This design comes from an exercise in tuning for small area on the open sky130 flow, not from production work.
Only simulation tests tie the RTL to the original design; equivalence was not proved.
Power and IR drop assume default switching activity.

$ cat config.mk
export PLATFORM = sky130hd
export DESIGN_NAME = uart_top
export DESIGN_NICKNAME = uart_top
export VERILOG_FILES = /design/flow/design.v
export SDC_FILE = /design/flow/constraint.sdc
export NUM_CORES = 4
export LEC_CHECK = 0
export CAP_MARGIN = 20
export CORE_MARGIN = 2
export CORE_UTILIZATION = 40
export CTS_BUF_LIST = sky130_fd_sc_hd__clkbuf_4
export CTS_CLUSTER_SIZE = 20
export SLEW_MARGIN = 20
$ cat constraint.sdc
create_clock -name core_clock -period 20.0 [get_ports {clk}]
set_input_delay 4.0000 -clock core_clock [delete_from_list [all_inputs] [get_ports {clk}]]
set_output_delay 4.0000 -clock core_clock [all_outputs]
set_load 0.01 [all_outputs]
$ cat design.v
module uart_top
#(
    parameter sysclk = 50000000,
    parameter low_baudrate = 4800
)
(
    input  wire       clk,
    input  wire       rst,
    input  wire [2:0] sel,
    input  wire [7:0] tx_data_in,
    input  wire       tx_start,
    output reg        tx_out,
    output wire       tx_done,
    input  wire       rx_in,
    output wire       rx_done,
    output reg        flag,
    output reg  [7:0] rx_data_out
);
    localparam integer BASE = sysclk / low_baudrate;
    localparam integer W    = 14;              
    localparam [W-1:0] TB   = BASE;
    localparam [W-1:0] HB   = BASE >> 1;
    localparam [3:0] S_PAR = 4'd0, S_STOP = 4'd1, S_DONE = 4'd2,
                     S_IDLE = 4'd3, S_START = 4'd7, S_D0 = 4'd8;
    function [W-1:0] inc;
        input [W-1:0] c;
        input [W-1:0] s;
        integer i;
        reg cy;
        begin
            cy = 1'b0;
            for (i = 0; i < W; i = i + 1) begin
                cy = s[i] | cy;
                inc[i] = c[i] ^ cy;
                cy = cy & c[i];
            end
        end
    endfunction
    reg [W-1:0] step, hi;
    integer k;
    always @* begin
        for (k = 0; k < W; k = k + 1) begin
            step[k] = (sel == k);
            hi[k]   = (k >= sel);
        end
    end
    wire [W-1:0] tm = TB & hi;         
    wire [W-1:0] hm = HB & hi;         
    reg  [W-1:0] b;
    wire         tick = &(b | ~tm);
    always @(posedge clk)
        if (rst)       b <= 0;
        else if (tick) b <= step;
        else           b <= inc(b, step);
    reg  [3:0] ts;
    reg  [7:0] td;
    wire t_ready = (ts[3:1] == 3'b001);            
    assign tx_done = (ts == S_DONE);
    always @(posedge clk)
        if (t_ready) td <= tx_data_in;
    wire tpar = ^td;
    always @(posedge clk or posedge rst)
        if (rst) begin
            ts <= S_IDLE; tx_out <= 1'b1;
        end else begin
            if (ts[3])             tx_out <= td[ts[2:0]];
            else if (ts == S_PAR)  tx_out <= tpar;
            else                   tx_out <= (ts != S_START);
            if (t_ready)   ts <= tx_start ? S_START : S_IDLE;
            else if (tick) ts <= ts + 4'd1;
        end
    reg  [3:0]   rs;
    reg  [W-1:0] rc;
    reg  [7:0]   rd;
    wire r_ready = (rs[3:1] == 3'b001);            
    wire r_start = (rs == S_START);
    wire hitt    = &(rc | ~tm);
    wire hith    = &(rc | ~hm);
    assign rx_done = (rs == S_DONE);
    always @(posedge clk)
        if (r_ready || (r_start ? hith : hitt)) rc <= 0;
        else                                    rc <= inc(rc, step);
    always @(posedge clk)
        if (hitt && rs[3]) rd <= {rx_in, rd[7:1]};
    wire rpar = ^rd;
    always @(posedge clk or posedge rst)
        if (rst) begin
            rs <= S_IDLE; flag <= 1'b0; rx_data_out <= 8'd0;
        end else begin
            if (r_ready)
                rs <= rx_in ? S_IDLE : S_START;
            else if (r_start) begin
                if (hith) rs <= rx_in ? S_IDLE : S_D0;
            end else if (hitt) begin
                rs <= rs + 4'd1;
                if (rs == S_PAR)  flag <= rx_in ^ rpar;
                if (rs == S_STOP) rx_data_out <= rd;
            end
        end
endmodule
$ cat flow/run.sh
#!/bin/bash
# Own flow: the standard flow, except that
#  - the standard synthesis's combinational logic is mapped again by ABC for
#    area (flow/remap.tcl); the flip-flops are kept as they are (same
#    instances, names and cells);
#  - the port buffers that global placement inserts are buf_1.
# Each tool's output goes to a log file of its own in the work folder.
set -euo pipefail
W=$(pwd)
R=$W/orfs/results/$FLOW_PLATFORM/uart_top/base
LIB=$FLOW_HOME/platforms/$FLOW_PLATFORM/lib/sky130_fd_sc_hd__tt_025C_1v80.lib
YOSYS=$FLOW_HOME/../tools/install/yosys/bin/yosys
[ -x "$YOSYS" ] || YOSYS=yosys

bash standard.sh synth > "$W/1_standard_synth.log" 2>&1
cp "$R/1_2_yosys.v" "$W/1_standard_yosys.v"

REMAP_LIB=$LIB REMAP_IN=$W/1_standard_yosys.v REMAP_TOP=$FLOW_TOP \
REMAP_OUT=$W/1_remap.v REMAP_STAT=$W/1_remap_stat.txt \
  "$YOSYS" -c "$W/flow/remap.tcl" > "$W/1_remap.log" 2>&1

cp "$W/1_remap.v" "$R/1_2_yosys.v"
rm -f "$R/1_synth.odb" "$R/1_synth.sdc"
bash standard.sh synth > "$W/1_remap_synth_odb.log" 2>&1

bash standard.sh BUFFER_PORTS_ARGS="-buffer_cell sky130_fd_sc_hd__buf_1" finish > "$W/2_finish.log" 2>&1
$ cat flow/remap.tcl
# Re-map the combinational logic of the standard synthesis netlist for area.
# The flip-flops stay as they are (same instances, names and cells).
set lib $::env(REMAP_LIB)
yosys read_liberty -ignore_miss_func -ignore_miss_dir $lib
yosys read_verilog $::env(REMAP_IN)
yosys hierarchy -top $::env(REMAP_TOP)
foreach c {dfrtp_1 dfrtp_2 dfrtp_4 dfrtn_1 dfstp_1 dfstp_2 dfstp_4 dfxtp_1 dfxtp_2 dfxtp_4 dfxbp_1 dfxbp_2 dfrbp_1 dfrbp_2 dfsbp_1 dfsbp_2 dfbbp_1 dfbbn_1 dfbbn_2 edfxtp_1 edfxbp_1 sdfxtp_1 conb_1} {
  catch { yosys blackbox sky130_fd_sc_hd__$c }
}
yosys flatten
yosys rename -hide w:*.* x:* %d
yosys opt -purge
yosys abc -liberty $lib -dont_use sky130_fd_sc_hd__lpflow_bleeder_1 -dont_use sky130_fd_sc_hd__lpflow_clkbufkapwr_1 -dont_use sky130_fd_sc_hd__lpflow_clkbufkapwr_16 -dont_use sky130_fd_sc_hd__lpflow_clkbufkapwr_2 -dont_use sky130_fd_sc_hd__lpflow_clkbufkapwr_4 -dont_use sky130_fd_sc_hd__lpflow_clkbufkapwr_8 -dont_use sky130_fd_sc_hd__lpflow_clkinvkapwr_1 -dont_use sky130_fd_sc_hd__lpflow_clkinvkapwr_16 -dont_use sky130_fd_sc_hd__lpflow_clkinvkapwr_2 -dont_use sky130_fd_sc_hd__lpflow_clkinvkapwr_4 -dont_use sky130_fd_sc_hd__lpflow_clkinvkapwr_8 -dont_use sky130_fd_sc_hd__lpflow_decapkapwr_12 -dont_use sky130_fd_sc_hd__lpflow_decapkapwr_3 -dont_use sky130_fd_sc_hd__lpflow_decapkapwr_4 -dont_use sky130_fd_sc_hd__lpflow_decapkapwr_6 -dont_use sky130_fd_sc_hd__lpflow_decapkapwr_8 -dont_use sky130_fd_sc_hd__lpflow_inputiso0n_1 -dont_use sky130_fd_sc_hd__lpflow_inputiso0p_1 -dont_use sky130_fd_sc_hd__lpflow_inputiso1n_1 -dont_use sky130_fd_sc_hd__lpflow_inputiso1p_1 -dont_use sky130_fd_sc_hd__lpflow_inputisolatch_1 -dont_use sky130_fd_sc_hd__lpflow_isobufsrc_1 -dont_use sky130_fd_sc_hd__lpflow_isobufsrc_16 -dont_use sky130_fd_sc_hd__lpflow_isobufsrc_2 -dont_use sky130_fd_sc_hd__lpflow_isobufsrc_4 -dont_use sky130_fd_sc_hd__lpflow_isobufsrc_8 -dont_use sky130_fd_sc_hd__lpflow_isobufsrckapwr_16 -dont_use sky130_fd_sc_hd__lpflow_lsbuf_lh_hl_isowell_tap_1 -dont_use sky130_fd_sc_hd__lpflow_lsbuf_lh_hl_isowell_tap_2 -dont_use sky130_fd_sc_hd__lpflow_lsbuf_lh_hl_isowell_tap_4 -dont_use sky130_fd_sc_hd__lpflow_lsbuf_lh_isowell_4 -dont_use sky130_fd_sc_hd__lpflow_lsbuf_lh_isowell_tap_1 -dont_use sky130_fd_sc_hd__lpflow_lsbuf_lh_isowell_tap_2 -dont_use sky130_fd_sc_hd__lpflow_lsbuf_lh_isowell_tap_4 -dont_use sky130_fd_sc_hd__probe_p_8 -dont_use sky130_fd_sc_hd__probec_p_8 
yosys opt_clean -purge
yosys read_liberty -lib -ignore_redef -ignore_miss_func -ignore_miss_dir $lib
yosys hilomap -singleton -hicell sky130_fd_sc_hd__conb_1 HI -locell sky130_fd_sc_hd__conb_1 LO
yosys insbuf -buf sky130_fd_sc_hd__buf_4 A X
yosys check -assert -mapped
yosys tee -o $::env(REMAP_STAT) stat -liberty $lib
yosys write_verilog -noattr -nohex -nodec $::env(REMAP_OUT)
$ cat standard.sh
#!/bin/bash
# synth_recipe.tcl (not shown) runs the flow's synth.tcl, then flattens the netlist and writes it again
# the make line also repeats each setting of config.mk as NAME=value (left out here)
make -C /OpenROAD-flow-scripts/flow DESIGN_CONFIG=/design/flow/config.mk WORK_HOME=/design/flow/orfs CLKGATE_MAP_FILE= SYNTH_SCRIPT=/design/flow/synth_recipe.tcl "${@:-finish}"
==> results of run 1 <==
sequential cells by signal, summed over array words and instances, names as in the netlist:
| signal | flops |
|---|---|
| b | 14 |
| rc | 14 |
| rd | 8 |
| rx_data_out | 8 |
| td | 8 |
| rs | 4 |
| ts | 4 |
| flag | 1 |
| tx_out | 1 |
metrics by stage:
step                instances  power (W)
floorplan                 262   0.000188
global placement          365   0.000198
detailed placement        365   0.000199
CTS                       381   0.000273
global route              381   0.000287
finish                    381   0.000269
area by class of cell:
class                           count  area, µm²  share of cell area
Clock buffer                       12       90.1              0.0300
Clock inverter                      4       26.3             0.00874
Inverter                            5       18.8             0.00624
Multi-Input combinational cell    195       1180               0.392
Sequential cell                    62       1500               0.498
Tap cell                           77       96.3              0.0321
Timing Repair Buffer               26       97.6              0.0325
final timing paths:
path	from	endpoint	slack [ps]	cells after the start
worst max-delay path	sel[0]	rc[12]$_SDFF_PP0_	13300	12
min in group asynchronous	rst	rx_data_out[4]$_DFFE_PP0P_	3690	2
max in group asynchronous	rst	rs[1]$_DFFE_PP1P_	15920	2
worst min register to register	rc[13]$_SDFF_PP0_	rc[13]$_SDFF_PP0_	470	1
worst min-delay path	rc[13]$_SDFF_PP0_	rc[13]$_SDFF_PP0_	470	1
worst max register to register	rc[0]$_SDFF_PP0_	rc[12]$_SDFF_PP0_	17020	11
report_power, final:
group	total (W)	switching, W	internal [W]
Sequential	0.000160	0.0000137	0.000146
Combinational	0.0000361	0.0000190	0.0000171
Clock	0.0000737	0.0000443	0.0000293
critical path, delay by kind of cell:
| family | cells | cell delay (ps) |
|---|---|---|
| buf+inv | 1 | 280 |
| simple gates | 4 | 1090 |
| compound gates | 7 | 1580 |
per-layer routing:
metal	wire length [µm]	part of all wire
met5	0	0
met4	55	0.011
met3	216	0.043
met2	2320	0.47
met1	2370	0.48
==> reports/results.ini, run 1 <==
[status]
status=complete, no violations

[setup_path]
cp_max_fo=10
critPathArrivalTime_ps=6950
cpMostUsedCell=o21a_1
critPathLaunchType=input pin
cp.required_ps=20260
slowest_stage=nor3b_1
cp-end-kind=flop
slowest_delay_ps=540
path_cells=buf_1 -> nor3b_1 -> o21a_1 -> o21ai_0 -> a21boi_0 -> o21ai_0 -> a21boi_0 -> o21a_1 -> o21a_1 -> and4_1 -> and3_1 -> nor3_1
crit_type=in2reg

[synth]
synthesis.area_um2=2700
synth_nets=277
synth_area_per_cell_um2=10.3
yosys_warnings=1
synthCells=262

[placement]
portBuffers=26
dpl_cell_area_um2=2890
place_congestion=0.732
dp_hpwl_mm=3.63
place_ws_ps=12920

[final_layout]
post-route-cell-area_um2=3010
fillers=608
num_antenna_cells=0
area_delta_synth_final_pct=11.5
final_cell_mix=28 x nor2_1, 28 x dfxtp_1, 26 x nand2_1, 26 x nor3_1, 26 x buf_1
nNetsFinal=314
drive_above_1_share=0.0691
final_core_util=0.468

[sta]
slew_headroom=0.406
finalWorstSetupSlack_ps=13300
whs_ps=472
post-route-period-util=0.335
clock-skew-final_ps=19.1
slew_viol_final=0
period_minus_slack_ps=6700
setup-tns-final_ps=0
max_freq_mhz=149
tightest_slew_ps=888
hold_viol_final=0
finalSetupViolCount=0
rsz0062_at_grt=no

[grt]
grt_antenna_before_repair=0
grt_usage=0.148
grt_max_degree=23
grt_pass1_wl_mm=8.45
first_global_vias=1895
grt_use_met2=0.235
grt_util_met1=0.183
grt_busiest_layer=met2
overflow=0
met3_usage=0.0626

[detailed_routing]
drtPass1Iterations=4
viasPerCell=5.25
wl_per_cell_um=13.0
vias=2002
drt_drc_violations_left=0
drt_iter0_drc=77
routed_wl_mm=4.97
ant_nets=0

[cts]
cts_resized=0
cts_setup_buffers=0
clk_pin_slew_worst_paths_ps=100
numCtsBuffers=9
root_buffer=clkbuf_4
clk_latency_ps=410
cts_sinks=62
cts.htree.levels=3
cts_tree=built
cts_hold_buf=0
cts_max_path_buffers=2

[die]
die_w_um=86.1
die_height_um=86.1
die-area_um2=7410
io_pins=27
core_region_area_um2=6420
rows=29
initial_core_util=0.420

[job]
drv_cap=0

[power_and_ir_drop]
power_density_nw_per_um2=89.6
max-vdd-ir-drop_v=0.0000497
p_leak_nw=1.12

[worst_hold_path]
hold_path.class=reg2reg

==> run 2, diff against run 1 <==
--- a/design.v
+++ b/design.v
@@ -60,3 +60,6 @@
         if (t_ready) td <= tx_data_in;
-    wire tpar = ^td;
+    reg tp;                                        
+    always @(posedge clk)
+        if (t_ready)            tp <= 1'b0;
+        else if (tick && ts[3]) tp <= tp ^ td[ts[2:0]];
     always @(posedge clk or posedge rst)
@@ -66,3 +69,3 @@
             if (ts[3])             tx_out <= td[ts[2:0]];
-            else if (ts == S_PAR)  tx_out <= tpar;
+            else if (ts == S_PAR)  tx_out <= tp;
             else                   tx_out <= (ts != S_START);
@@ -84,3 +87,6 @@
         if (hitt && rs[3]) rd <= {rx_in, rd[7:1]};
-    wire rpar = ^rd;
+    reg rp;                                        
+    always @(posedge clk)
+        if (r_ready)            rp <= 1'b0;
+        else if (hitt && rs[3]) rp <= rp ^ rx_in;
     always @(posedge clk or posedge rst)
@@ -95,3 +101,3 @@
                 rs <= rs + 4'd1;
-                if (rs == S_PAR)  flag <= rx_in ^ rpar;
+                if (rs == S_PAR)  flag <= rx_in ^ rp;
                 if (rs == S_STOP) rx_data_out <= rd;
==> reports/results.ini, run 2 <==
[status]
status=complete, no violations

[die]
die_height_um=85.7
rows=29
die_w_um=85.7
core_region_area_um2=6390
initial_core_util=0.418
die-area_um2=7340
io_pins=27

[cts]
cts_setup_buffers=0
cts_hold_buf=0
cts.htree.levels=3
clk_pin_slew_worst_paths_ps=120
root_buffer=clkbuf_4
numCtsBuffers=9
clk_latency_ps=410
cts_max_path_buffers=2
cts_sinks=64
cts_resized=0
cts_tree=built

[sta]
rsz0062_at_grt=no
post-route-period-util=0.328
period_minus_slack_ps=6560
max_freq_mhz=152
clock-skew-final_ps=12.2
slew_headroom=0.451
finalSetupViolCount=0
setup-tns-final_ps=0
whs_ps=457
slew_viol_final=0
hold_viol_final=0
tightest_slew_ps=818

[grt]
overflow=0
grt_antenna_before_repair=0
grt_pass1_wl_mm=8.80
first_global_vias=1952
grt_usage=0.154
grt_max_degree=24

[final_layout]
layout_commonest_cell=dfxtp_1
reg_top3=b x14, rc x14
post-route-cell-area_um2=3060
nNetsFinal=304
final_cell_mix=30 x dfxtp_1, 26 x nor3_1, 26 x buf_1
area_delta_synth_final_pct=14.5
num_antenna_cells=0
final_core_util=0.478
drive_above_1_share=0.0850

[setup_path]
path_cells=buf_1 -> nor3b_1 -> o21a_1 -> o21ai_0 -> a21oi_1 -> o21ai_0 -> a21boi_0 -> o21a_1 -> o2111a_1 -> and2_0 -> a21oi_1 -> nor3b_1
slowest_delay_ps=550
crit_start=sel[0]
cp-end-kind=flop
cp_max_fo=11
critPathArrivalTime_ps=6900
critPathLaunchType=input pin
slowest_stage=nor3b_1
cp.required_ps=20330
timing.rr.start=b[0]$_SDFF_PP0_
crit_type=in2reg

[detailed_routing]
vias=1999
ant_nets=0
wl_per_cell_um=13.1
drt_iter0_drc=74
viasPerCell=5.39
drtPass1Iterations=4
drt_drc_violations_left=0
routed_wl_mm=4.86

[power_and_ir_drop]
power_density_nw_per_um2=97.4
p_leak_nw=1.18
power_w=0.000297
max-vdd-ir-drop_v=0.0000576

[placement]
dp_hpwl_mm=3.41
dpl_cell_area_um2=2880
portBuffers=26
place_congestion=0.767

[synth]
synth_area_per_cell_um2=10.6
synth_nets=266
yosys_warnings=1
synthesis.area_um2=2670
synthCells=251

[worst_hold_path]
worstHoldStart=rd[2]$_DFFE_PP_
hold_path.class=reg2reg

[job]
drv_cap=0

[run 2: final timing paths]
kind | endpoint | slack, ps | depth (start not counted)
worst max-delay path | b[12]$_SDFF_PP0_ | 13440 | 12
worst min-delay path | rd[1]$_DFFE_PP_ | 460 | 0
worst max register to register | b[12]$_SDFF_PP0_ | 17140 | 11
worst min register to register | rd[1]$_DFFE_PP_ | 460 | 0
max in group asynchronous | rx_data_out[0]$_DFFE_PP0P_ | 15920 | 2
min in group asynchronous | ts[2]$_DFFE_PP0P_ | 3680 | 2
[run 2: layout make-up]
type / instances / area [µm²]
clock buffers: 9 / 67.6
clock inverters: 7 / 103
fillers: 582 / 3330
inverters: 7 / 26.3
multi-input cells: 180 / 1120
flip-flops and latches: 64 / 1540
well taps: 77 / 96.3
repair buffers: 27 / 105
[run 2: power breakdown]
part / internal [W] / switching [W] / leakage, nW
Sequential: 0.000148 / 0.0000117 / 0.615
Combinational: 0.0000165 / 0.0000189 / 0.480
Clock: 0.0000519 / 0.0000504 / 0.0871
[run 2: critical path: cells and delay by family]
family | cells | cell delay, ps
compound gates | 8 | 1640
buf+inv | 1 | 300
simple gates | 3 | 950
[run 2: per-stage QoR]
stage / cells / setup slack [ps]
2_1_floorplan: 251 / 13720
3_3_place_gp: 355 / 13150
3_5_place_dp: 355 / 13020
4_1_cts: 371 / 13460
5_1_grt: 371 / 13130
6_report: 371 / 13440
[run 2: layer usage]
layer,wire length (µm),share of wire,GRT usage,vias up
met2,2230,0.46,0.243,32
met1,2350,0.48,0.189,932
met5,0,0,0,-
met4,89,0.018,0.0808,0
li1,-,-,-,1028
met3,184,0.038,0.0481,7
==> run 3, diff against run 2 <==
--- a/flow/run.sh
+++ b/flow/run.sh
@@ -25,2 +25,2 @@
 
-bash standard.sh BUFFER_PORTS_ARGS="-buffer_cell sky130_fd_sc_hd__buf_1" finish > "$W/2_finish.log" 2>&1
+bash standard.sh BUFFER_PORTS_ARGS="-buffer_cell sky130_fd_sc_hd__buf_1" CTS_ARGS="-buf_list sky130_fd_sc_hd__clkbuf_4 -root_buf sky130_fd_sc_hd__clkbuf_4 -sink_clustering_enable -sink_clustering_size 30 -sink_clustering_max_diameter 200 -dont_use_dummy_load -repair_clock_nets" finish > "$W/2_finish.log" 2>&1
==> reports/results.ini, run 3 <==
[placement]
portBuffers=26
dp.cells=355
dpl_cell_area_um2=2880
place_ws_ps=13020
place_congestion=0.767
dp_hpwl_mm=3.41

[grt]
first_global_vias=1944
grt_antenna_before_repair=0
overflow=0
grt_usage=0.153
grt_max_degree=24
grt_pass1_wl_mm=8.72

[sta]
hold_viol_final=0
finalSetupViolCount=0
slew_viol_final=0
post-route-period-util=0.330
whs_ps=454
slew_headroom=0.454
period_minus_slack_ps=6590
rsz0062_at_grt=no
finalWorstSetupSlack_ps=13410
clock-skew-final_ps=46.4
tightest_slew_ps=814
max_freq_mhz=152
setup-tns-final_ps=0

[cts]
clk_pin_slew_worst_paths_ps=120
cts_setup_buffers=0
cts.htree.levels=3
clk_latency_ps=410
cts_tree=built
cts_resized=0
root_buffer=clkbuf_4
cts_sinks=64
cts_max_path_buffers=2
numCtsBuffers=9
cts_hold_buf=0

[final_layout]
reg_top3=b x14, rc x14
final_cell_mix=30 x dfxtp_1, 26 x nor3_1, 26 x buf_1
nNetsFinal=304
num_antenna_cells=0
drive_above_1_share=0.0627
instances_no_fill=364
post-route-cell-area_um2=2950
layout_commonest_cell=dfxtp_1
area_delta_synth_final_pct=10.6

[synth]
synthesis.area_um2=2670
synth_area_per_cell_um2=10.6
synth_nets=266
synthCells=251
yosys_warnings=1

[detailed_routing]
wl_met1_mm=2.29
top_layer=met4
wl_per_cell_um=13.2
met2_length_mm=2.20
drtPass1Iterations=4
routed-wl-met3_um=183
vias=1977
drt_drc_violations_left=0
ant_nets=0
routed_wl_mm=4.79
drt_iter0_drc=69
viasPerCell=5.43

[status]
status=complete, no violations

[job]
drv_cap=0

[power_and_ir_drop]
p_leak_nw=1.14
power_density_nw_per_um2=86.0
max-vdd-ir-drop_v=0.0000336

[worst_hold_path]
hold_path.class=reg2reg

[die]
initial_core_util=0.418
die_height_um=85.7
die-area_um2=7340
core_region_area_um2=6390
rows=29
io_pins=27
die_w_um=85.7

[setup_path]
crit_type=in2reg
critPathArrivalTime_ps=6890
critPathLaunchType=input pin
cp-end-kind=flop
cp.required_ps=20300
cp_max_fo=11

==> run 3: final cells by class <==
class / instances / area, µm²
Sequential cell: 64 / 1540
Tap cell: 77 / 96.3
Multi-Input combinational cell: 180 / 1120
Inverter: 7 / 26.3
Clock buffer: 9 / 67.6
Fill cell: 591 / 3430
Timing Repair Buffer: 27 / 105
==> run 3: final timing paths <==
path | from | endpoint | slack, ps | cells past startpoint
max in group asynchronous | rst | rs[3]$_DFFE_PP0P_ | 15900 | 2
min in group asynchronous | rst | rx_data_out[4]$_DFFE_PP0P_ | 3690 | 2
worst min-delay path | rd[6]$_DFFE_PP_ | rd[5]$_DFFE_PP_ | 450 | 0
worst max-delay path | sel[0] | b[12]$_SDFF_PP0_ | 13410 | 12
worst min register to register | rd[6]$_DFFE_PP_ | rd[5]$_DFFE_PP_ | 450 | 0
worst max register to register | b[0]$_SDFF_PP0_ | b[12]$_SDFF_PP0_ | 17150 | 11
==> run 3: through the flow <==
stage / total power (W) / util
3_5_place_dp: 0.000197 / 0.450
3_3_place_gp: 0.000196 / 0.450
4_1_cts: 0.000257 / 0.461
5_1_grt: 0.000272 / 0.462
2_1_floorplan: 0.000187 / -
6_report: 0.000254 / 0.462
==> run 3: critical path, stage by stage <==
cell      delay [ps]
buf_1            300
nor3b_1          540
o21a_1           210
o21ai_0          130
a21oi_1          280
o21ai_0          160
a21boi_0         340
o21a_1           190
o2111a_1         230
and2_0           230
a21oi_1          100
nor3b_1          170
==> run 3: per-layer routing <==
layer,vias up,track usage
li1,1015,-
met1,925,0.189
met2,26,0.239
met3,11,0.0481
met4,0,0.0808
met5,-,0
==> run 3: where the power goes <==
group          leakage (nW)  internal, W  switching [W]  total [W]
logic                 0.480    0.0000165      0.0000188  0.0000354
registers             0.615     0.000148      0.0000119   0.000160
clock network        0.0414    0.0000209      0.0000377  0.0000586
total                  1.14     0.000186      0.0000685   0.000254
==> run 4, diff against run 3 <==
--- a/flow/run.sh
+++ b/flow/run.sh
@@ -25,2 +25,2 @@
 
-bash standard.sh BUFFER_PORTS_ARGS="-buffer_cell sky130_fd_sc_hd__buf_1" CTS_ARGS="-buf_list sky130_fd_sc_hd__clkbuf_4 -root_buf sky130_fd_sc_hd__clkbuf_4 -sink_clustering_enable -sink_clustering_size 30 -sink_clustering_max_diameter 200 -dont_use_dummy_load -repair_clock_nets" finish > "$W/2_finish.log" 2>&1
+bash standard.sh BUFFER_PORTS_ARGS="-buffer_cell sky130_fd_sc_hd__buf_1" CTS_ARGS="-buf_list sky130_fd_sc_hd__clkbuf_8 -root_buf sky130_fd_sc_hd__clkbuf_8 -sink_clustering_enable -sink_clustering_size 64 -sink_clustering_max_diameter 500 -dont_use_dummy_load -repair_clock_nets" finish > "$W/2_finish.log" 2>&1
==> reports/results.ini, run 4 <==
[synth]
yosys_warnings=1
synthesis.area_um2=2670
synthCells=251
synth_area_per_cell_um2=10.6
synth_nets=266

[cts]
clk_latency_ps=340
numCtsBuffers=9
clk_pin_slew_worst_paths_ps=80
cts_sinks=64
cts_tree=built
cts_hold_buf=0
cts_setup_buffers=0
root_buffer=clkbuf_8
cts_max_path_buffers=2
cts_resized=0
cts.htree.levels=3

[placement]
place_congestion=0.767
portBuffers=26
dp_hpwl_mm=3.41
place_ws_ps=13020

[sta]
period_minus_slack_ps=6650
max_freq_mhz=150
finalWorstSetupSlack_ps=13350
hold_viol_final=0
post-route-period-util=0.333
finalSetupViolCount=0
tightest_slew_ps=816
slew_viol_final=0
whs_ps=447
clock-skew-final_ps=30.8
rsz0062_at_grt=no
setup-tns-final_ps=0
slew_headroom=0.453

[detailed_routing]
routed-wl-met3_um=169
vias=1989
drt_drc_violations_left=0
met2_length_mm=2.24
wl_per_cell_um=13.3
drtPass1Iterations=4
drt_iter0_drc=81
ant_nets=0
viasPerCell=5.46
top_layer=met4
wl_met1_mm=2.31
routed_wl_mm=4.83

[setup_path]
cp_max_fo=11
slowest_stage=nor3b_1
cp-end-kind=flop
crit_buf_inv=1
critPathLaunchType=input pin
critPathArrivalTime_ps=6900
slowest_delay_ps=540
path_cells=buf_1 -> nor3b_1 -> o21a_1 -> o21ai_0 -> a21oi_1 -> o21ai_0 -> a21boi_0 -> o21a_1 -> o2111a_1 -> and2_0 -> a21oi_1 -> nor3b_1
crit_type=in2reg
cp.required_ps=20240
crit_family=compound AO/OA/AOI/OAI gates

[final_layout]
final_cell_mix=30 x dfxtp_1, 26 x nor3_1, 26 x buf_1
area_delta_synth_final_pct=12.8
nNetsFinal=304
fillers=584
layout_commonest_cell=dfxtp_1
drive_above_1_share=0.0627
reg_top3=b x14, rc x14
num_antenna_cells=0

[grt]
overflow=0
first_global_vias=1966
grt_antenna_before_repair=0
grt_usage=0.153
grt_max_degree=24
grt_pass1_wl_mm=8.76

[status]
status=complete, no violations

[job]
drv_cap=0

[die]
io_pins=27
die-area_um2=7340
core_region_area_um2=6390
initial_core_util=0.418
die_w_um=85.7
die_height_um=85.7
rows=29

[worst_hold_path]
hold_path.class=reg2reg

[power_and_ir_drop]
p_leak_nw=1.16
max-vdd-ir-drop_v=0.0000382
power_density_nw_per_um2=91.8
power_w=0.000276

-- run 4: cell types whose count changed in the layout (fill, tap and decap cells not counted) --
cell      before  now
clkbuf_4       9    0
clkbuf_8       0    9
-- run 4: path summary, 6_finish.rpt --
check | from | to | slack [ps] | cells past startpoint
worst max-delay path | sel[0] | b[12]$_SDFF_PP0_ | 13350 | 12
worst min-delay path | rd[2]$_DFFE_PP_ | rd[1]$_DFFE_PP_ | 450 | 0
worst max register to register | b[0]$_SDFF_PP0_ | b[12]$_SDFF_PP0_ | 17150 | 11
worst min register to register | rd[2]$_DFFE_PP_ | rd[1]$_DFFE_PP_ | 450 | 0
max in group asynchronous | rst | rx_data_out[0]$_DFFE_PP0P_ | 15830 | 2
min in group asynchronous | rst | rx_data_out[4]$_DFFE_PP0P_ | 3770 | 2
-- run 4: layout make-up --
cell class              instances  area (µm²)  area share
repair buffers                 27         105      0.0349
multi-input cells             180        1120       0.372
well taps                      77        96.3      0.0320
clock buffers                   9         124      0.0412
inverters                       7        26.3     0.00873
flip-flops and latches         64        1540       0.511
-- run 4: report_power, final --
| part | internal [W] | switching, W |
|---|---|---|
| Sequential | 0.000148 | 0.0000116 |
| Clock | 0.0000399 | 0.0000406 |
| Combinational | 0.0000165 | 0.0000192 |
| Total | 0.000205 | 0.0000714 |
-- run 4: per-layer routing --
metal,global-route usage,vias up
met3,0.0414,12
met2,0.238,30
met1,0.193,933
met5,0,-
li1,-,1014
met4,0.0895,0
-- run 4: worst reg2reg max path, delay by kind of cell, from the launching register on --
family          cells  cell delay [ps]
compound gates      8             1660
flops               1              320
simple gates        3              790
-- run 4: metrics by stage --
step                std cells  area [µm²]   util
global route              364        3010  0.471
floorplan                 251        2670      -
CTS                       364        3000  0.470
finish                    364        3010  0.471
global placement          355        2880  0.450
detailed placement        355        2880  0.450
==> run 5, diff against run 4 <==
--- a/design.v
+++ b/design.v
@@ -60,6 +60,3 @@
         if (t_ready) td <= tx_data_in;
-    reg tp;                                        
-    always @(posedge clk)
-        if (t_ready)            tp <= 1'b0;
-        else if (tick && ts[3]) tp <= tp ^ td[ts[2:0]];
+    wire tpar = ^td;
     always @(posedge clk or posedge rst)
@@ -69,3 +66,3 @@
             if (ts[3])             tx_out <= td[ts[2:0]];
-            else if (ts == S_PAR)  tx_out <= tp;
+            else if (ts == S_PAR)  tx_out <= tpar;
             else                   tx_out <= (ts != S_START);
@@ -87,6 +84,3 @@
         if (hitt && rs[3]) rd <= {rx_in, rd[7:1]};
-    reg rp;                                        
-    always @(posedge clk)
-        if (r_ready)            rp <= 1'b0;
-        else if (hitt && rs[3]) rp <= rp ^ rx_in;
+    wire rpar = ^rd;
     always @(posedge clk or posedge rst)
@@ -101,3 +95,3 @@
                 rs <= rs + 4'd1;
-                if (rs == S_PAR)  flag <= rx_in ^ rp;
+                if (rs == S_PAR)  flag <= rx_in ^ rpar;
                 if (rs == S_STOP) rx_data_out <= rd;
--- a/flow/run.sh
+++ b/flow/run.sh
@@ -25,2 +25,2 @@
 
-bash standard.sh BUFFER_PORTS_ARGS="-buffer_cell sky130_fd_sc_hd__buf_1" CTS_ARGS="-buf_list sky130_fd_sc_hd__clkbuf_8 -root_buf sky130_fd_sc_hd__clkbuf_8 -sink_clustering_enable -sink_clustering_size 64 -sink_clustering_max_diameter 500 -dont_use_dummy_load -repair_clock_nets" finish > "$W/2_finish.log" 2>&1
+bash standard.sh BUFFER_PORTS_ARGS="-buffer_cell sky130_fd_sc_hd__buf_1" CTS_ARGS="-buf_list sky130_fd_sc_hd__clkbuf_4 -root_buf sky130_fd_sc_hd__clkbuf_4 -sink_clustering_enable -sink_clustering_size 30 -sink_clustering_max_diameter 200 -dont_use_dummy_load -repair_clock_nets" finish > "$W/2_finish.log" 2>&1
==> flow/remap.tcl (replaced) <==
# Re-map the combinational logic of the standard synthesis netlist for area.
# The flip-flops stay as they are (same instances, names and cells).
set lib $::env(REMAP_LIB)
yosys read_liberty -ignore_miss_func -ignore_miss_dir $lib
yosys read_verilog $::env(REMAP_IN)
yosys hierarchy -top $::env(REMAP_TOP)
foreach c {dfrtp_1 dfrtp_2 dfrtp_4 dfrtn_1 dfstp_1 dfstp_2 dfstp_4 dfxtp_1 dfxtp_2 dfxtp_4 dfxbp_1 dfxbp_2 dfrbp_1 dfrbp_2 dfsbp_1 dfsbp_2 dfbbp_1 dfbbn_1 dfbbn_2 edfxtp_1 edfxbp_1 sdfxtp_1 conb_1} {
  catch { yosys blackbox sky130_fd_sc_hd__$c }
}
yosys flatten
yosys rename -hide w:*.* x:* %d
yosys opt -purge
yosys abc -liberty $lib -dont_use sky130_fd_sc_hd__lpflow_bleeder_1 -dont_use sky130_fd_sc_hd__lpflow_clkbufkapwr_1 -dont_use sky130_fd_sc_hd__lpflow_clkbufkapwr_16 -dont_use sky130_fd_sc_hd__lpflow_clkbufkapwr_2 -dont_use sky130_fd_sc_hd__lpflow_clkbufkapwr_4 -dont_use sky130_fd_sc_hd__lpflow_clkbufkapwr_8 -dont_use sky130_fd_sc_hd__lpflow_clkinvkapwr_1 -dont_use sky130_fd_sc_hd__lpflow_clkinvkapwr_16 -dont_use sky130_fd_sc_hd__lpflow_clkinvkapwr_2 -dont_use sky130_fd_sc_hd__lpflow_clkinvkapwr_4 -dont_use sky130_fd_sc_hd__lpflow_clkinvkapwr_8 -dont_use sky130_fd_sc_hd__lpflow_decapkapwr_12 -dont_use sky130_fd_sc_hd__lpflow_decapkapwr_3 -dont_use sky130_fd_sc_hd__lpflow_decapkapwr_4 -dont_use sky130_fd_sc_hd__lpflow_decapkapwr_6 -dont_use sky130_fd_sc_hd__lpflow_decapkapwr_8 -dont_use sky130_fd_sc_hd__lpflow_inputiso0n_1 -dont_use sky130_fd_sc_hd__lpflow_inputiso0p_1 -dont_use sky130_fd_sc_hd__lpflow_inputiso1n_1 -dont_use sky130_fd_sc_hd__lpflow_inputiso1p_1 -dont_use sky130_fd_sc_hd__lpflow_inputisolatch_1 -dont_use sky130_fd_sc_hd__lpflow_isobufsrc_1 -dont_use sky130_fd_sc_hd__lpflow_isobufsrc_16 -dont_use sky130_fd_sc_hd__lpflow_isobufsrc_2 -dont_use sky130_fd_sc_hd__lpflow_isobufsrc_4 -dont_use sky130_fd_sc_hd__lpflow_isobufsrc_8 -dont_use sky130_fd_sc_hd__lpflow_isobufsrckapwr_16 -dont_use sky130_fd_sc_hd__lpflow_lsbuf_lh_hl_isowell_tap_1 -dont_use sky130_fd_sc_hd__lpflow_lsbuf_lh_hl_isowell_tap_2 -dont_use sky130_fd_sc_hd__lpflow_lsbuf_lh_hl_isowell_tap_4 -dont_use sky130_fd_sc_hd__lpflow_lsbuf_lh_isowell_4 -dont_use sky130_fd_sc_hd__lpflow_lsbuf_lh_isowell_tap_1 -dont_use sky130_fd_sc_hd__lpflow_lsbuf_lh_isowell_tap_2 -dont_use sky130_fd_sc_hd__lpflow_lsbuf_lh_isowell_tap_4 -dont_use sky130_fd_sc_hd__probe_p_8 -dont_use sky130_fd_sc_hd__probec_p_8  -script "+strash;dch,-f;amap;strash;dch,-f;amap;topo"
yosys opt_clean -purge
yosys read_liberty -lib -ignore_redef -ignore_miss_func -ignore_miss_dir $lib
yosys hilomap -singleton -hicell sky130_fd_sc_hd__conb_1 HI -locell sky130_fd_sc_hd__conb_1 LO
yosys insbuf -buf sky130_fd_sc_hd__buf_4 A X
yosys check -assert -mapped
yosys tee -o $::env(REMAP_STAT) stat -liberty $lib
yosys write_verilog -noattr -nohex -nodec $::env(REMAP_OUT)
==> reports/results.ini, run 5 <==
[status]
status=complete, no violations

[cts]
root_buffer=clkbuf_4
cts_max_path_buffers=2
cts_hold_buf=0
cts_setup_buffers=0
cts_tree=built
clk_latency_ps=400
clk_pin_slew_worst_paths_ps=100
cts_resized=0
cts.htree.levels=3
numCtsBuffers=9
cts_sinks=62

[grt]
grt_max_degree=22
grt_usage=0.147
overflow=0
first_global_vias=1963
grt_antenna_before_repair=0
grt_pass1_wl_mm=8.47

[synth]
synth_nets=319
synthCells=304
yosys_warnings=1
synthesis.area_um2=2690
synth_area_per_cell_um2=8.85

[detailed_routing]
drt_drc_violations_left=0
ant_nets=0
routed_wl_mm=4.94
vias=2144
wl_per_cell_um=11.9
viasPerCell=5.15
drt_iter0_drc=73
drtPass1Iterations=4

[setup_path]
slowest_stage=nor3_1
slowest_delay_ps=290
critPathArrivalTime_ps=7240
cp-end-kind=flop
cp.required_ps=20320
crit_family=simple AND/OR/NAND/NOR gates
critPathLaunchType=input pin
crit_type=in2reg
crit_buf_inv=4
cp_max_fo=5
path_cells=buf_1 -> clkinv_1 -> nor3_1 -> clkinv_1 -> o21ai_0 -> clkinv_1 -> o21ai_0 -> and2_0 -> o21a_1 -> nor2_1 -> nor2_1 -> nor2_1 -> nor2_1 -> o21a_1 -> or2_0 -> and3_1 -> and3_1 -> and2_0 -> nor2_1 -> nor3_1
cpMostUsedCell=nor2_1

[sta]
tightest_slew_ps=828
hold_viol_final=0
post-route-period-util=0.346
slew_headroom=0.446
max_freq_mhz=145
rsz0062_at_grt=no
slew_viol_final=0
finalSetupViolCount=0
period_minus_slack_ps=6920
whs_ps=460
clock-skew-final_ps=17.7
setup-tns-final_ps=0

[placement]
place_congestion=0.889
dp_hpwl_mm=3.66
portBuffers=26

[final_layout]
layout_commonest_cell=nor2_1
fillers=632
reg_top3=b x14, rc x14
final_cell_mix=65 x nor2_1, 41 x clkinv_1, 29 x nor3_1
drive_above_1_share=0.0413
area_delta_synth_final_pct=9.72
num_antenna_cells=0
nNetsFinal=356

[die]
core_region_area_um2=6420
die-area_um2=7400
die_height_um=86.0
io_pins=27
die_w_um=86.0
initial_core_util=0.419
rows=29

[worst_hold_path]
hold_path.class=reg2reg

[power_and_ir_drop]
max-vdd-ir-drop_v=0.0000611
p_leak_nw=1.06
power_density_nw_per_um2=96.4

[job]
drv_cap=0

run 5: layout make-up:
class	instances	area [µm²]	share of cell area
Timing Repair Buffer	26	97.6	0.0331
Tap cell	77	96.3	0.0326
Clock buffer	9	67.6	0.0229
Sequential cell	62	1500	0.507
Inverter	41	154	0.0521
Multi-Input combinational cell	201	1040	0.352
run 5: per-layer routing:
metal  share of wire  GRT usage  up-vias  wire (µm)
li1                -          -     1145          -
met1            0.50      0.184      956       2470
met2            0.44      0.228       31       2160
met3           0.038     0.0356       12        188
met4           0.024     0.0880        0        120
met5               0          0        -          0
run 5: path summary, 6_finish.rpt:
kind / start / endpoint / slack [ps] / cells past startpoint
hold reg to reg: rc[9]$_SDFF_PP0_ / rc[9]$_SDFF_PP0_ / 460 / 1
min in group asynchronous: rst / rx_data_out[4]$_DFFE_PP0P_ / 3620 / 2
setup reg to reg: b[0]$_SDFF_PP0_ / b[12]$_SDFF_PP0_ / 16970 / 17
setup / recovery: sel[0] / b[12]$_SDFF_PP0_ / 13080 / 20
max in group asynchronous: rst / rs[3]$_DFFE_PP0P_ / 16000 / 2
hold / removal: rc[9]$_SDFF_PP0_ / rc[9]$_SDFF_PP0_ / 460 / 1
run 5: power by group:
part / switching (W) / internal, W
Clock: 0.0000389 / 0.0000209
Sequential: 0.0000135 / 0.000152
Combinational: 0.0000357 / 0.0000240
run 5: through the flow:
| step | setup WS (ps) | total power [W] | std cells | cell area (µm²) | util |
|---|---|---|---|---|---|
| 6_report | 13080 | 0.000285 | 416 | 2950 | 0.460 |
| 5_1_grt | 12470 | 0.000303 | 416 | 2950 | 0.460 |
| 4_1_cts | 13140 | 0.000288 | 416 | 2950 | 0.460 |
| 3_5_place_dp | 12710 | 0.000228 | 407 | 2890 | 0.449 |
| 3_3_place_gp | 12870 | 0.000226 | 407 | 2890 | 0.449 |
| 2_1_floorplan | 13300 | 0.000213 | 304 | 2690 | - |
==> run 6, diff against run 5 <==
--- a/design.v
+++ b/design.v
@@ -60,3 +60,6 @@
         if (t_ready) td <= tx_data_in;
-    wire tpar = ^td;
+    reg tp;                                        
+    always @(posedge clk)
+        if (t_ready)            tp <= 1'b0;
+        else if (tick && ts[3]) tp <= tp ^ td[ts[2:0]];
     always @(posedge clk or posedge rst)
@@ -66,3 +69,3 @@
             if (ts[3])             tx_out <= td[ts[2:0]];
-            else if (ts == S_PAR)  tx_out <= tpar;
+            else if (ts == S_PAR)  tx_out <= tp;
             else                   tx_out <= (ts != S_START);
@@ -84,3 +87,6 @@
         if (hitt && rs[3]) rd <= {rx_in, rd[7:1]};
-    wire rpar = ^rd;
+    reg rp;                                        
+    always @(posedge clk)
+        if (r_ready)            rp <= 1'b0;
+        else if (hitt && rs[3]) rp <= rp ^ rx_in;
     always @(posedge clk or posedge rst)
@@ -95,3 +101,3 @@
                 rs <= rs + 4'd1;
-                if (rs == S_PAR)  flag <= rx_in ^ rpar;
+                if (rs == S_PAR)  flag <= rx_in ^ rp;
                 if (rs == S_STOP) rx_data_out <= rd;
==> reports/results.ini, run 6 <==
[setup_path]
cp-end-kind=flop
cp.required_ps=20300
critPathArrivalTime_ps=7080
critPathLaunchType=input pin
cp_max_fo=6
crit_type=in2reg
r2r_cells=16

[die]
die-area_um2=7230
die_height_um=85.0
io_pins=27
initial_core_util=0.414
die_w_um=85.0
rows=29
core_region_area_um2=6350

[synth]
synth_nets=291
synth_area_per_cell_um2=9.52
yosys_warnings=1
synthCells=276
synthesis.area_um2=2630

[placement]
portBuffers=26
place_congestion=0.800
dp_hpwl_mm=3.44
dp.cells=380

[final_layout]
num_antenna_cells=0
drive_above_1_share=0.0481
final_core_util=0.456
multi_input_area_um2=976
layout_commonest_cell=nor2_1
final_cell_mix=50 x nor2_1, 30 x clkinv_1, 30 x dfxtp_1
register_area_um2=1540
area_delta_synth_final_pct=10.2
instances_no_fill=389
nNetsFinal=329
fillers=632
reg_top3=b x14, rc x14

[grt]
grt_pass1_wl_mm=8.07
grt_antenna_before_repair=0
overflow=0
first_global_vias=1843
grt_usage=0.142
grt_max_degree=23

[detailed_routing]
drt_drc_violations_left=0
ant_nets=0
drt_iter0_drc=73
viasPerCell=5.29
wl_per_cell_um=12.5
vias=2058
routed_wl_mm=4.85
drtPass1Iterations=4

[power_and_ir_drop]
power_w=0.000276
p_leak_nw=1.06
power_density_nw_per_um2=95.2
max-vdd-ir-drop_v=0.0000409

[cts]
numCtsBuffers=9
cts_hold_buf=0
clk_pin_slew_worst_paths_ps=110
clk_latency_ps=400
cts_tree=built
cts_setup_buffers=0
cts_max_path_buffers=2
root_buffer=clkbuf_4
cts_sinks=64
cts_resized=0
cts.htree.levels=3

[sta]
hold_viol_final=0
clock-skew-final_ps=31.1
whs_ps=470
slew_viol_final=0
max_freq_mhz=148
setup-tns-final_ps=0
tightest_slew_ps=875
post-route-period-util=0.339
period_minus_slack_ps=6780
rsz0062_at_grt=no
finalSetupViolCount=0
slew_headroom=0.416

[worst_hold_path]
hold_path.class=reg2reg
min_path_cells=0

[status]
status=complete, no violations

[job]
drv_cap=0

[run 6: metal layers]
layer / vias to the layer above / global-route usage / share of wire
met5: - / 0 / 0
met3: 8 / 0.0331 / 0.036
met2: 30 / 0.207 / 0.42
met4: 0 / 0.0779 / 0.017
li1: 1068 / - / -
met1: 952 / 0.195 / 0.52
[run 6: worst paths after layout]
check | startpoint | slack, ps | end
max in group asynchronous | rst | 15830 | rs[3]$_DFFE_PP0P_
setup / recovery | sel[0] | 13220 | b[12]$_SDFF_PP0_
min in group asynchronous | rst | 3760 | rx_data_out[1]$_DFFE_PP0P_
setup reg to reg | b[0]$_SDFF_PP0_ | 17280 | b[12]$_SDFF_PP0_
hold / removal | rd[3]$_DFFE_PP_ | 470 | rd[2]$_DFFE_PP_
hold reg to reg | rd[3]$_DFFE_PP_ | 470 | rd[2]$_DFFE_PP_
[run 6: metrics by stage]
step / instance area (µm²) / setup slack (ps)
3_5_place_dp: 2830 / 12840
5_1_grt: 2900 / 12660
4_1_cts: 2900 / 13220
6_report: 2900 / 13220
3_3_place_gp: 2830 / 12830
2_1_floorplan: 2630 / 13570
[run 6: worst max-delay path: stages]
cell	delay, ps
buf_1	140
nor2_1	230
clkinv_1	140
nor2_1	210
a21oi_1	120
nor2b_1	180
o21ai_0	120
nand2b_1	130
nand2_1	80
o21ai_0	100
nor2b_1	210
nor2_1	90
o22ai_1	180
nand2_1	110
o21ai_0	170
and3_1	280
and3_1	230
and2_0	170
nor2_1	50
nor3_1	150
[run 6: layout make-up]
cell class | instances | area share
flip-flops and latches | 64 | 0.531
multi-input cells | 182 | 0.337
inverters | 30 | 0.0389
repair buffers | 27 | 0.0363
well taps | 77 | 0.0333
clock buffers | 9 | 0.0233
[run 6: report_power, final]
part	total (W)	internal (W)	switching (W)
clock network	0.0000586	0.0000209	0.0000377
registers	0.000166	0.000154	0.0000118
logic	0.0000516	0.0000210	0.0000306
==> run 7, diff against run 6 <==
--- a/design.v
+++ b/design.v
@@ -49,7 +49,7 @@
     reg  [W-1:0] b;
-    wire         tick = &(b | ~tm);
+    wire [W-1:0] bn   = inc(b, step);
+    wire         tick = ~|b;
     always @(posedge clk)
-        if (rst)       b <= 0;
-        else if (tick) b <= step;
-        else           b <= inc(b, step);
+        if (rst || &(bn | ~tm)) b <= 0;
+        else                    b <= bn;
     reg  [3:0] ts;
@@ -58,8 +58,6 @@
     assign tx_done = (ts == S_DONE);
+    wire t_bit = td[ts[2:0]];
     always @(posedge clk)
         if (t_ready) td <= tx_data_in;
-    reg tp;                                        
-    always @(posedge clk)
-        if (t_ready)            tp <= 1'b0;
-        else if (tick && ts[3]) tp <= tp ^ td[ts[2:0]];
+        else if (tick && ts[3] && ts[2:0] != 3'd0) td[0] <= td[0] ^ t_bit;
     always @(posedge clk or posedge rst)
@@ -68,4 +66,4 @@
         end else begin
-            if (ts[3])             tx_out <= td[ts[2:0]];
-            else if (ts == S_PAR)  tx_out <= tp;
+            if (ts[3])             tx_out <= t_bit;
+            else if (ts == S_PAR)  tx_out <= td[0];
             else                   tx_out <= (ts != S_START);
==> reports/results.ini, run 7 <==
[status]
status=complete, no violations

[synth]
synth_area_per_cell_um2=9.29
yosys_warnings=1
synthesis.area_um2=2600
synthCells=280
synth_nets=295

[detailed_routing]
ant_nets=0
routed_wl_mm=4.94
drt_iter0_drc=131
drt_drc_violations_left=0
drtPass1Iterations=4
vias=2039
wl_per_cell_um=12.6
viasPerCell=5.20

[power_and_ir_drop]
max-vdd-ir-drop_v=0.0000577
p_leak_nw=1.07
power_density_nw_per_um2=116
power_w=0.000333

[setup_path]
r2r_slack_ps=16200
timing.rr.start=b[0]$_SDFF_PP0_
critPathArrivalTime_ps=7880
cp-end-kind=flop
cpMostUsedCell=nor2_1
critPathLaunchType=input pin
cp.required_ps=20230
cp.depth=27
crit_buf_inv=3
r2r-end=b[1]$_SDFF_PP0_
crit_family=simple AND/OR/NAND/NOR gates
slowest_stage=o41ai_4
cp_max_fo=14
r2r_cells=23
slowest_delay_ps=640
crit_type=in2reg

[die]
core_region_area_um2=6310
io_pins=27
rows=29
initial_core_util=0.412
die_w_um=84.7
die-area_um2=7170
die_height_um=84.7

[final_layout]
reg_top3=b x14, rc x14
area_delta_synth_final_pct=10.8
final_cell_mix=56 x nor2_1, 33 x clkinv_1, 29 x nor3_1, 29 x dfxtp_1, 26 x buf_1
final_core_util=0.457
drive_above_1_share=0.0476
layout_commonest_cell=nor2_1
num_antenna_cells=0
nNetsFinal=332

[placement]
portBuffers=26
place_congestion=0.871
dp_hpwl_mm=3.56

[sta]
setup-tns-final_ps=0
hold_viol_final=0
slew_viol_final=0
period_minus_slack_ps=7650
clock-skew-final_ps=29.1
post-route-period-util=0.383
finalSetupViolCount=0
slew_headroom=0.313
tightest_slew_ps=1020
max_freq_mhz=131
rsz0062_at_grt=no

[cts]
cts_resized=0
clk_pin_slew_worst_paths_ps=110
root_buffer=clkbuf_4
cts_max_path_buffers=2
cts.htree.levels=3
clk_latency_ps=400
cts_hold_buf=0
cts_sinks=63
cts_tree=built
numCtsBuffers=9
cts_setup_buffers=0

[grt]
first_global_vias=1922
grt_usage=0.152
grt_pass1_wl_mm=8.59
grt_max_degree=20
grt_antenna_before_repair=0
overflow=0

[worst_hold_path]
hold_path.class=reg2reg
worstHoldStart=rd[1]$_DFFE_PP_
min_path_cells=0
holdPathEnd=rd[0]$_DFFE_PP_

[job]
drv_cap=0

-- run 7: worst max-delay path by stage --
stage                     startpoint         endpoint  slack, ps
final                         sel[0]  b[1]$_SDFF_PP0_      12350
after floorplan               sel[0]  b[6]$_SDFF_PP0_      11960
after global routing          sel[0]  b[6]$_SDFF_PP0_      11690
after CTS                     sel[0]  b[1]$_SDFF_PP0_      12080
after detailed placement      sel[0]  b[1]$_SDFF_PP0_      11680
after global placement        sel[0]  b[6]$_SDFF_PP0_      11840
-- run 7: metal layers --
layer	global-route usage	up-vias	part of all wire
li1	-	1065	-
met5	0	-	0
met1	0.192	911	0.48
met2	0.233	51	0.44
met4	0.0563	0	0.025
met3	0.0659	12	0.056
-- run 7: final cells by class --
type	instances	area [µm²]
Sequential cell	63	1520
Timing Repair Buffer	26	97.6
Multi-Input combinational cell	184	980
Clock buffer	9	67.6
Tap cell	77	96.3
Inverter	33	124
Fill cell	620	3430
-- run 7: stage by stage --
| step | worst slack (ps) | instances | hold slack [ps] | cell area, µm² |
|---|---|---|---|---|
| final | 12350 | 392 | 430 | 2880 |
| after global routing | 11690 | 392 | 458 | 2880 |
| after CTS | 12080 | 392 | 441 | 2870 |
| after detailed placement | 11680 | 383 | 442 | 2800 |
| after global placement | 11840 | 383 | 436 | 2800 |
| after floorplan | 11960 | 280 | 427 | 2600 |
-- run 7: power breakdown --
part | total [W] | leakage [nW] | internal, W | switching, W
clock network | 0.0000589 | 0.0414 | 0.0000209 | 0.0000380
registers | 0.000187 | 0.608 | 0.000165 | 0.0000219
logic | 0.0000868 | 0.418 | 0.0000357 | 0.0000511
==> run 8, diff against run 7 <==
==> flow/remap.tcl (replaced) <==
# Re-map the combinational logic of the standard synthesis netlist for area.
# The flip-flops stay as they are (same instances, names and cells). Several
# ABC scripts are tried and the smallest result is kept.
set lib $::env(REMAP_LIB)
yosys read_liberty -ignore_miss_func -ignore_miss_dir $lib
yosys read_verilog $::env(REMAP_IN)
yosys hierarchy -top $::env(REMAP_TOP)
set ffcells {dfrtp_1 dfrtp_2 dfrtp_4 dfrtn_1 dfstp_1 dfstp_2 dfstp_4 dfxtp_1 dfxtp_2 dfxtp_4 dfxbp_1 dfxbp_2 dfrbp_1 dfrbp_2 dfsbp_1 dfsbp_2 dfbbp_1 dfbbn_1 dfbbn_2 edfxtp_1 edfxbp_1 sdfxtp_1 conb_1}
foreach c $ffcells { catch { yosys blackbox sky130_fd_sc_hd__$c } }
yosys flatten
yosys rename -hide w:*.* x:* %d
yosys opt -purge
yosys design -save base
set scripts {
  {+strash;dch,-f;amap;strash;dch,-f;amap;topo}
  {+strash;dch,-f;map,-a;strash;dch,-f;amap;topo}
  {+strash;dch,-f;amap;topo}
  {+strash;dc2;dch,-f;amap;strash;dch,-f;amap;topo}
  {+strash;&get,-n;&dch,-f;&nf,-a;&put;strash;dch,-f;amap;topo}
  {}
}
set best_area 1e30
set rounds 6
if { [info exists ::env(REMAP_ROUNDS)] } { set rounds $::env(REMAP_ROUNDS) }
for { set r 0 } { $r < $rounds } { incr r } {
  set round_best_area $best_area
  set i 0
  foreach s $scripts {
    yosys design -load base
    if { $s eq "" } {
      yosys abc -liberty $lib -dont_use sky130_fd_sc_hd__lpflow_bleeder_1 -dont_use sky130_fd_sc_hd__lpflow_clkbufkapwr_1 -dont_use sky130_fd_sc_hd__lpflow_clkbufkapwr_16 -dont_use sky130_fd_sc_hd__lpflow_clkbufkapwr_2 -dont_use sky130_fd_sc_hd__lpflow_clkbufkapwr_4 -dont_use sky130_fd_sc_hd__lpflow_clkbufkapwr_8 -dont_use sky130_fd_sc_hd__lpflow_clkinvkapwr_1 -dont_use sky130_fd_sc_hd__lpflow_clkinvkapwr_16 -dont_use sky130_fd_sc_hd__lpflow_clkinvkapwr_2 -dont_use sky130_fd_sc_hd__lpflow_clkinvkapwr_4 -dont_use sky130_fd_sc_hd__lpflow_clkinvkapwr_8 -dont_use sky130_fd_sc_hd__lpflow_decapkapwr_12 -dont_use sky130_fd_sc_hd__lpflow_decapkapwr_3 -dont_use sky130_fd_sc_hd__lpflow_decapkapwr_4 -dont_use sky130_fd_sc_hd__lpflow_decapkapwr_6 -dont_use sky130_fd_sc_hd__lpflow_decapkapwr_8 -dont_use sky130_fd_sc_hd__lpflow_inputiso0n_1 -dont_use sky130_fd_sc_hd__lpflow_inputiso0p_1 -dont_use sky130_fd_sc_hd__lpflow_inputiso1n_1 -dont_use sky130_fd_sc_hd__lpflow_inputiso1p_1 -dont_use sky130_fd_sc_hd__lpflow_inputisolatch_1 -dont_use sky130_fd_sc_hd__lpflow_isobufsrc_1 -dont_use sky130_fd_sc_hd__lpflow_isobufsrc_16 -dont_use sky130_fd_sc_hd__lpflow_isobufsrc_2 -dont_use sky130_fd_sc_hd__lpflow_isobufsrc_4 -dont_use sky130_fd_sc_hd__lpflow_isobufsrc_8 -dont_use sky130_fd_sc_hd__lpflow_isobufsrckapwr_16 -dont_use sky130_fd_sc_hd__lpflow_lsbuf_lh_hl_isowell_tap_1 -dont_use sky130_fd_sc_hd__lpflow_lsbuf_lh_hl_isowell_tap_2 -dont_use sky130_fd_sc_hd__lpflow_lsbuf_lh_hl_isowell_tap_4 -dont_use sky130_fd_sc_hd__lpflow_lsbuf_lh_isowell_4 -dont_use sky130_fd_sc_hd__lpflow_lsbuf_lh_isowell_tap_1 -dont_use sky130_fd_sc_hd__lpflow_lsbuf_lh_isowell_tap_2 -dont_use sky130_fd_sc_hd__lpflow_lsbuf_lh_isowell_tap_4 -dont_use sky130_fd_sc_hd__probe_p_8 -dont_use sky130_fd_sc_hd__probec_p_8 
    } else {
      yosys abc -liberty $lib -dont_use sky130_fd_sc_hd__lpflow_bleeder_1 -dont_use sky130_fd_sc_hd__lpflow_clkbufkapwr_1 -dont_use sky130_fd_sc_hd__lpflow_clkbufkapwr_16 -dont_use sky130_fd_sc_hd__lpflow_clkbufkapwr_2 -dont_use sky130_fd_sc_hd__lpflow_clkbufkapwr_4 -dont_use sky130_fd_sc_hd__lpflow_clkbufkapwr_8 -dont_use sky130_fd_sc_hd__lpflow_clkinvkapwr_1 -dont_use sky130_fd_sc_hd__lpflow_clkinvkapwr_16 -dont_use sky130_fd_sc_hd__lpflow_clkinvkapwr_2 -dont_use sky130_fd_sc_hd__lpflow_clkinvkapwr_4 -dont_use sky130_fd_sc_hd__lpflow_clkinvkapwr_8 -dont_use sky130_fd_sc_hd__lpflow_decapkapwr_12 -dont_use sky130_fd_sc_hd__lpflow_decapkapwr_3 -dont_use sky130_fd_sc_hd__lpflow_decapkapwr_4 -dont_use sky130_fd_sc_hd__lpflow_decapkapwr_6 -dont_use sky130_fd_sc_hd__lpflow_decapkapwr_8 -dont_use sky130_fd_sc_hd__lpflow_inputiso0n_1 -dont_use sky130_fd_sc_hd__lpflow_inputiso0p_1 -dont_use sky130_fd_sc_hd__lpflow_inputiso1n_1 -dont_use sky130_fd_sc_hd__lpflow_inputiso1p_1 -dont_use sky130_fd_sc_hd__lpflow_inputisolatch_1 -dont_use sky130_fd_sc_hd__lpflow_isobufsrc_1 -dont_use sky130_fd_sc_hd__lpflow_isobufsrc_16 -dont_use sky130_fd_sc_hd__lpflow_isobufsrc_2 -dont_use sky130_fd_sc_hd__lpflow_isobufsrc_4 -dont_use sky130_fd_sc_hd__lpflow_isobufsrc_8 -dont_use sky130_fd_sc_hd__lpflow_isobufsrckapwr_16 -dont_use sky130_fd_sc_hd__lpflow_lsbuf_lh_hl_isowell_tap_1 -dont_use sky130_fd_sc_hd__lpflow_lsbuf_lh_hl_isowell_tap_2 -dont_use sky130_fd_sc_hd__lpflow_lsbuf_lh_hl_isowell_tap_4 -dont_use sky130_fd_sc_hd__lpflow_lsbuf_lh_isowell_4 -dont_use sky130_fd_sc_hd__lpflow_lsbuf_lh_isowell_tap_1 -dont_use sky130_fd_sc_hd__lpflow_lsbuf_lh_isowell_tap_2 -dont_use sky130_fd_sc_hd__lpflow_lsbuf_lh_isowell_tap_4 -dont_use sky130_fd_sc_hd__probe_p_8 -dont_use sky130_fd_sc_hd__probec_p_8  -script $s
    }
    yosys opt_clean -purge
    yosys read_liberty -lib -ignore_redef -ignore_miss_func -ignore_miss_dir $lib
    set f $::env(REMAP_STAT).try
    yosys tee -q -o $f stat -liberty $lib
    set fh [open $f]; set txt [read $fh]; close $fh
    regexp {Chip area for module '[^']*': ([0-9.]+)} $txt -> area
    puts "remap round $r try $i: area $area script {$s}"
    if { $area < $best_area } { set best_area $area; set best "$r/$i"; yosys design -save best }
    incr i
  }
  if { $best_area >= $round_best_area } { break }
  # the next round starts from the best netlist so far, as plain gates
  yosys design -load best
  yosys read_liberty -overwrite -ignore_miss_func -ignore_miss_dir $lib
  foreach c $ffcells { catch { yosys blackbox sky130_fd_sc_hd__$c } }
  yosys flatten
  yosys rename -hide w:*.* x:* %d
  yosys opt -purge
  yosys design -save base
}
puts "remap: keeping try $best, area $best_area"
yosys design -load best
yosys hilomap -singleton -hicell sky130_fd_sc_hd__conb_1 HI -locell sky130_fd_sc_hd__conb_1 LO
yosys insbuf -buf sky130_fd_sc_hd__buf_4 A X
yosys check -assert -mapped
yosys tee -o $::env(REMAP_STAT) stat -liberty $lib
yosys write_verilog -noattr -nohex -nodec $::env(REMAP_OUT)
--- a/config.mk
+++ b/config.mk
@@ -9,3 +9,3 @@
 export CORE_MARGIN = 2
-export CORE_UTILIZATION = 40
+export CORE_UTILIZATION = 65
 export CTS_BUF_LIST = sky130_fd_sc_hd__clkbuf_4
==> reports/results.ini, run 8 <==
[detailed_routing]
ant_nets=0
routed_wl_mm=4.79
drtPass1Iterations=5
drt_iter0_drc=176
wl_per_cell_um=13.5
vias=2020
viasPerCell=5.67
drt_drc_violations_left=0

[setup_path]
slowest_delay_ps=460
cpMostUsedCell=nand2_1
critPathLaunchType=input pin
cp_max_fo=9
crit_type=in2reg
slowest_stage=o21ai_0
critPathArrivalTime_ps=7910
cp-end-kind=flop
cp.required_ps=20270

[die]
initial_core_util=0.689
die-area_um2=4450
die_height_um=66.7
rows=22
core_region_area_um2=3720
die_w_um=66.7
io_pins=27

[power_and_ir_drop]
intPower_w=0.000217
switching_share=0.325
sequentialPowerShare=0.570
max-vdd-ir-drop_v=0.0000768
clkPwrFrac=0.180
switchingPower_w=0.000105
p_leak_nw=1.05
combPwrFrac=0.250
power_density_nw_per_um2=115

[grt]
grt_antenna_before_repair=0
first_global_vias=1803
overflow=0
grt_max_degree=20
grt_pass1_wl_mm=7.78
grt_usage=0.242

[cts]
cts_hold_buf=0
cts.htree.levels=3
cts_sinks=63
root_buffer=clkbuf_4
cts_setup_buffers=0
cts_max_path_buffers=2
cts_resized=0
clk_pin_slew_worst_paths_ps=100
cts_tree=built
clk_latency_ps=400
numCtsBuffers=9

[job]
drv_cap=0

[sta]
clock-skew-final_ps=25.3
whs_ps=467
finalSetupViolCount=0
slew_viol_final=0
tightest_slew_ps=687
post-route-period-util=0.382
setup-tns-final_ps=0
slew_headroom=0.541
max_freq_mhz=131
period_minus_slack_ps=7640
rsz0062_at_grt=no
hold_viol_final=0

[final_layout]
layout_commonest_cell=nor2_1
num_antenna_cells=0
post-route-cell-area_um2=2800
multi_input_area_um2=945
instances_no_fill=356
register_area_um2=1520
fillers=272
reg_top3=b x14, rc x14
nNetsFinal=325
drive_above_1_share=0.0552
final_cell_mix=48 x nor2_1, 29 x dfxtp_1, 28 x nor3_1
area_delta_synth_final_pct=9.58

[worst_hold_path]
hold_path.class=reg2reg

[synth]
yosys_warnings=1
synthesis.area_um2=2560
synth_nets=286
synthCells=271
synth_area_per_cell_um2=9.44

[placement]
place_congestion=0.888
dp_hpwl_mm=3.49
portBuffers=26
dpl_cell_area_um2=2730
dp.cells=347

[status]
status=complete, no violations

## run 8: layout make-up
| cell class | instances | share of cell area |
|---|---|---|
| Tap cell | 48 | 0.0214 |
| Multi-Input combinational cell | 181 | 0.337 |
| Inverter | 27 | 0.0361 |
| Timing Repair Buffer | 28 | 0.0402 |
| Sequential cell | 63 | 0.541 |
| Clock buffer | 9 | 0.0241 |
## run 8: through the flow
step                utilization  power (W)  worst slack, ps
floorplan                     -   0.000245            12420
global placement          0.735   0.000262            12230
detailed placement        0.735   0.000266            12000
CTS                       0.753   0.000323            12390
global route              0.755   0.000343            11820
finish                    0.755   0.000322            12360
## run 8: path summary, 6_finish.rpt
kind,from,to,slack [ps],cells after the start
min reg2reg,rd[7]$_DFFE_PP_,rd[6]$_DFFE_PP_,470,0
max reg2reg,b[0]$_SDFF_PP0_,b[2]$_SDFF_PP0_,16050,26
max,sel[2],b[2]$_SDFF_PP0_,12360,28
max in group asynchronous,rst,ts[0]$_DFFE_PP1P_,16040,2
min,rd[7]$_DFFE_PP_,rd[6]$_DFFE_PP_,470,0
min in group asynchronous,rst,rx_data_out[6]$_DFFE_PP0P_,3580,2
## run 8: worst max-delay path: cells and delay by family
kind | cells | cell delay, ps
buffers and inverters | 7 | 980
AOI/OAI and AO/OA | 9 | 1670
and+or+nand+nor | 12 | 1240
## run 8: metal layers
layer,vias to the layer above,wire (µm),track usage
li1,1045,-,-
met1,903,2220,0.298
met2,61,2210,0.380
met3,11,251,0.0709
met4,0,106,0.133
met5,-,0,0
## run 8: power groups by stage
stage	sequential [W]	clock, W	combinational (W)
after floorplan	0.000181	0	0.0000637
after global placement	0.000185	0	0.0000775
after detailed placement	0.000186	0	0.0000797
after CTS	0.000183	0.0000590	0.0000804
after global routing	0.000187	0.0000643	0.0000917
final	0.000183	0.0000579	0.0000805

==> what the ideal ports hide <==
The results above use ideal ports. As a check the final layouts listed here were re-extracted and re-timed, cells and wires unchanged. Step 1 (the two cells are an assumption about what drives the block):
set clk [get_ports {clk}]
set_driving_cell -lib_cell sky130_fd_sc_hd__clkbuf_16 $clk
set_driving_cell -lib_cell sky130_fd_sc_hd__buf_2 [delete_from_list [all_inputs] $clk]
Step 2 times the ports against the registers' clock, not the clock port: input delays grow and output delays shrink by t, the midpoint of the rising clock arrivals with the driver on. Slacks: no drivers / after step 1 / after step 2; pairs: no drivers / after step 1.
run	t, ns	setup WS [ns]	hold WS [ns]	worst register clock-pin slew, ns	cell pins on the clock port's net
run 1	0.423	13.303 / 13.307 / 12.884	0.472 / 0.472 / 0.472	0.11 / 0.11	1
run 2	0.431	13.436 / 13.437 / 13.006	0.457 / 0.457 / 0.457	0.12 / 0.12	1
run 3	0.415	13.408 / 13.409 / 12.994	0.454 / 0.454 / 0.454	0.12 / 0.12	1
run 4	0.356	13.345 / 13.348 / 12.993	0.447 / 0.447 / 0.447	0.08 / 0.08	1
run 5	0.417	13.081 / 13.085 / 12.668	0.460 / 0.460 / 0.460	0.10 / 0.10	1
run 6	0.408	13.222 / 13.231 / 12.823	0.470 / 0.470 / 0.470	0.11 / 0.11	1
run 7	0.418	12.349 / 12.354 / 11.936	0.430 / 0.430 / 0.430	0.11 / 0.11	1
run 8	0.408	12.359 / 12.361 / 11.953	0.467 / 0.467 / 0.467	0.10 / 0.10	1
After both steps setup and hold are still met in every run listed. The setup slack of run 2, which loses most, moves by +0.001 ns with the drivers and by -0.430 ns with both steps.
